This design comes from an exercise in tuning for small area on the open sky130 flow, not from production work.

==> inputs of job 3474 <==
## fft_1
module fft_1(reset, x_re0, x_re1, x_im0, x_im1, y_re0, y_re1, y_im0, y_im1, x_re2, x_re3, x_re4, x_re5, x_re6, x_re7, x_im2, x_im3, x_im4, x_im5, x_im6, x_im7, y_re2, y_re3, y_re4, y_re5, y_re6, y_re7,  y_im2, y_im3, y_im4, y_im5, y_im6, y_im7, clk);
Settings: LEC_CHECK=0, CAP_MARGIN=20, CORE_MARGIN=2, CORE_UTILIZATION=60, CTS_BUF_LIST=sky130_fd_sc_hd__clkbuf_8, CTS_CLUSTER_DIAMETER=60, CTS_CLUSTER_SIZE=16, PLACE_DENSITY=0.7, SLEW_MARGIN=20, SYNTH_HIERARCHICAL=1; clock period 25.0 ns.
standard.sh (not shown) runs the stock make flow with config.mk's settings and CLKGATE_MAP_FILE= SYNTH_SCRIPT=/design/flow/synth_recipe.tcl, a recipe that flattens the netlist after the stock synthesis.
==> flow/flow/run.sh <==
#!/bin/bash
# Standard ORFS layout, with the port buffers made of the smallest buffer
# (buffer_ports otherwise picks clkdlybuf4s50_1, a delay cell).
set -euo pipefail
export BUFFER_PORTS_ARGS="-buffer_cell sky130_fd_sc_hd__buf_1"
bash standard.sh > standard.log 2>&1
==> job 1396: changes against job 3474 <==
Settings changed: CTS_BUF_LIST sky130_fd_sc_hd__clkbuf_8 to sky130_fd_sc_hd__clkbuf_4, CTS_CLUSTER_DIAMETER 60 to 50, CTS_CLUSTER_SIZE 16 to 10.
==> comparison table <==
metric                                                                   job 3474                 job 1396
Total routing resource utilization after global routing                     35.7%                    35.9%
Maximum clock rate                                                       41.5 MHz                 41.2 MHz
Clock transition at the registers of the reported paths                    100 ps                   110 ps
Biggest cell delay along the critical path                                 570 ps                   670 ps
Share of post-route cells with drive strength above 1                       2.57%                    3.21%
Grt met2 use                                                                55.9%                    55.8%
DRC marker count from the first detailed-route iteration                     1391                     1354
Area overhead of the layout relative to synthesis                           10.4%                    10.2%
Fraction of standard cell area in multi-input logic                         65.1%                    65.2%
Proportion of cell area occupied by registers                               19.9%                    20.0%
Post-Route Utilization                                                      67.0%                    66.8%
Result of the run                                         complete, no violations  complete, no violations
Number of gates on the worst path with buffers counted                         53                       50
Fill cell total of the finished layout                                       4315                     4334
Wire length of the first global-routing pass                            146000 um                146000 um
Total Nets Final                                                             4178                     4190
Via count of the first global-routing pass                                  22.7k                    22.7k
Pin slew with the least headroom to its limit                             1080 ps                  1080 ps
Function was not checked in any run of this note: the RTL went through the layout flow alone.

==> run C: inputs <==
Another version of the RTL of fft_1 (not shown whole).
// fft_1
module fft_1(reset, x_re0, x_re1, x_im0, x_im1, y_re0, y_re1, y_im0, y_im1, x_re2, x_re3, x_re4, x_re5, x_re6, x_re7, x_im2, x_im3, x_im4, x_im5, x_im6, x_im7, y_re2, y_re3, y_re4, y_re5, y_re6, y_re7,  y_im2, y_im3, y_im4, y_im5, y_im6, y_im7, clk);
  input signed [15:0] x_re0, x_re1, x_re2, x_re3, x_re4, x_re5, x_re6, x_re7;
  input signed [15:0] x_im0, x_im1, x_im2, x_im3, x_im4, x_im5, x_im6, x_im7;
  input reset;
  output wire signed [15:0] y_re0, y_re1, y_re2, y_re3, y_re4, y_re5, y_re6, y_re7;
  output wire signed [15:0] y_im0, y_im1, y_im2, y_im3, y_im4, y_im5, y_im6, y_im7;
  input clk;
  reg [251:0] stage2;
  always @(posedge clk) begin
    if (reset) begin
      stage2[0] <= g102;
      stage2[1] <= g108;
      stage2[2] <= s500;
      stage2[3] <= s501;
      stage2[4] <= s502;
      stage2[5] <= s503;
      stage2[6] <= s504;
      stage2[7] <= s505;
      stage2[8] <= s506;
      stage2[9] <= s507;
      stage2[10] <= s508;
      stage2[11] <= s509;
      stage2[12] <= s510;
      stage2[13] <= s511;
      stage2[14] <= s512;
      stage2[15] <= g110;
      stage2[16] <= g105;
      stage2[17] <= g111;
      stage2[18] <= s513;
      stage2[19] <= s514;
      stage2[20] <= s515;
      stage2[21] <= s516;
      stage2[22] <= s517;
      stage2[23] <= s518;
      stage2[24] <= s519;
      stage2[25] <= s520;
      stage2[26] <= s521;
      stage2[27] <= s522;
      stage2[28] <= s523;
      stage2[29] <= s524;
      stage2[30] <= s525;
      stage2[31] <= g113;
      stage2[32] <= g123;
      stage2[33] <= g126;
      stage2[34] <= s582;
      stage2[35] <= s583;
      stage2[36] <= s584;
      stage2[37] <= s585;
      stage2[38] <= s586;
      stage2[39] <= s587;
      stage2[40] <= s588;
      stage2[41] <= s589;
      stage2[42] <= s590;
      stage2[43] <= s591;
      stage2[44] <= s592;
      stage2[45] <= s593;
      stage2[46] <= s594;
      stage2[47] <= g128;
      stage2[48] <= g120;
      stage2[49] <= g129;
      stage2[50] <= s595;
      stage2[51] <= s596;
      stage2[52] <= s597;
      stage2[53] <= s598;
      stage2[54] <= s599;
      stage2[55] <= s600;
      stage2[56] <= s601;
      stage2[57] <= s602;
      stage2[58] <= s603;
  ...
export LEC_CHECK = 0
export CAP_MARGIN = 20
export CORE_MARGIN = 2
export CORE_UTILIZATION = 60
export CTS_BUF_LIST = sky130_fd_sc_hd__clkbuf_4
export CTS_CLUSTER_DIAMETER = 50
export CTS_CLUSTER_SIZE = 10
export PLACE_DENSITY = 0.7
export SLEW_MARGIN = 20
export SYNTH_HIERARCHICAL = 1
create_clock -name core_clock -period 25.0 [get_ports {clk}]
Scripts as last shown in full above: flow/flow/run.sh
==> inputs of run D, as changes to run C <==
- CAP_MARGIN: 20 -> 0
- SLEW_MARGIN: 20 -> 0
==> qor summary <==
|  | run C | run D |
|---|---|---|
| Run status | no timing/DRC/antenna violations | no timing/DRC/antenna violations |
| Layout area overhead | 10.9% | 10.7% |
| Hold Worst Slack | 4780 ps | 4770 ps |
| Period minus WS final | 18,160 ps | 18,150 ps |
| Peak per-stage delay on the critical path | 610 ps | 650 ps |
| Multi-input gate share of the layout cell area | 65.3% | 65.3% |
| Diodes inserted | 5 | 6 |
| Routed via count divided by cell count | 5.40 | 5.41 |
| Multi-input gate area in the final layout | 24,300 sq um | 24,300 sq um |
| Post-route core utilization | 67.5% | 67.4% |
| Drt wl/cell | 27.0 microns | 27.0 microns |
| Non-CTS buffers | 529 | 528 |
| Crit path DAT | 18,680 ps | 18,660 ps |
| Headroom to the max-slew limit | 31.6% | 25.6% |
| Vias | 18,786 | 18,821 |
| Tightest Pin Transition | 1020 ps | 1120 ps |
| Share of the clock period used by the worst path after layout | 72.6% | 72.6% |
No run of this note included a check of the RTL's function; only the layout flow was run.

## static timing again, ports no longer ideal
Ports are ideal in the flow. The routed layouts listed here were re-timed in OpenROAD. Step 1 assumes that a clkbuf_16 drives the clock port and a buf_2 every other input. Step 2 also shifts input and output timing later by t, the mid clock arrival at the registers, as if the neighbouring blocks saw the same clock. a / b / c = no drivers / after step 1 / after step 2; a / b = the first two.
run	shift t [ns]	slack for setup (ns)	latest minus earliest clock arrival (ns)	worst register clock-pin slew, ns	worst data-port slew with drivers (ns)
job 3474	0.717	0.881 / 0.820 / 1.537	0.049 / 0.048	0.10 / 0.10	0.09
job 1396	0.837	0.751 / 0.690 / 1.526	0.103 / 0.103	0.11 / 0.11	0.08
run C	0.794	6.843 / 6.869 / 6.075	0.044 / 0.044	0.12 / 0.12	0.09
run D	0.791	6.854 / 6.883 / 6.092	0.050 / 0.051	0.12 / 0.12	0.09
After both steps every run listed still meets setup and hold. For run C, which loses most, drivers alone change the setup slack by +0.026 ns; drivers and shift together by -0.768 ns.
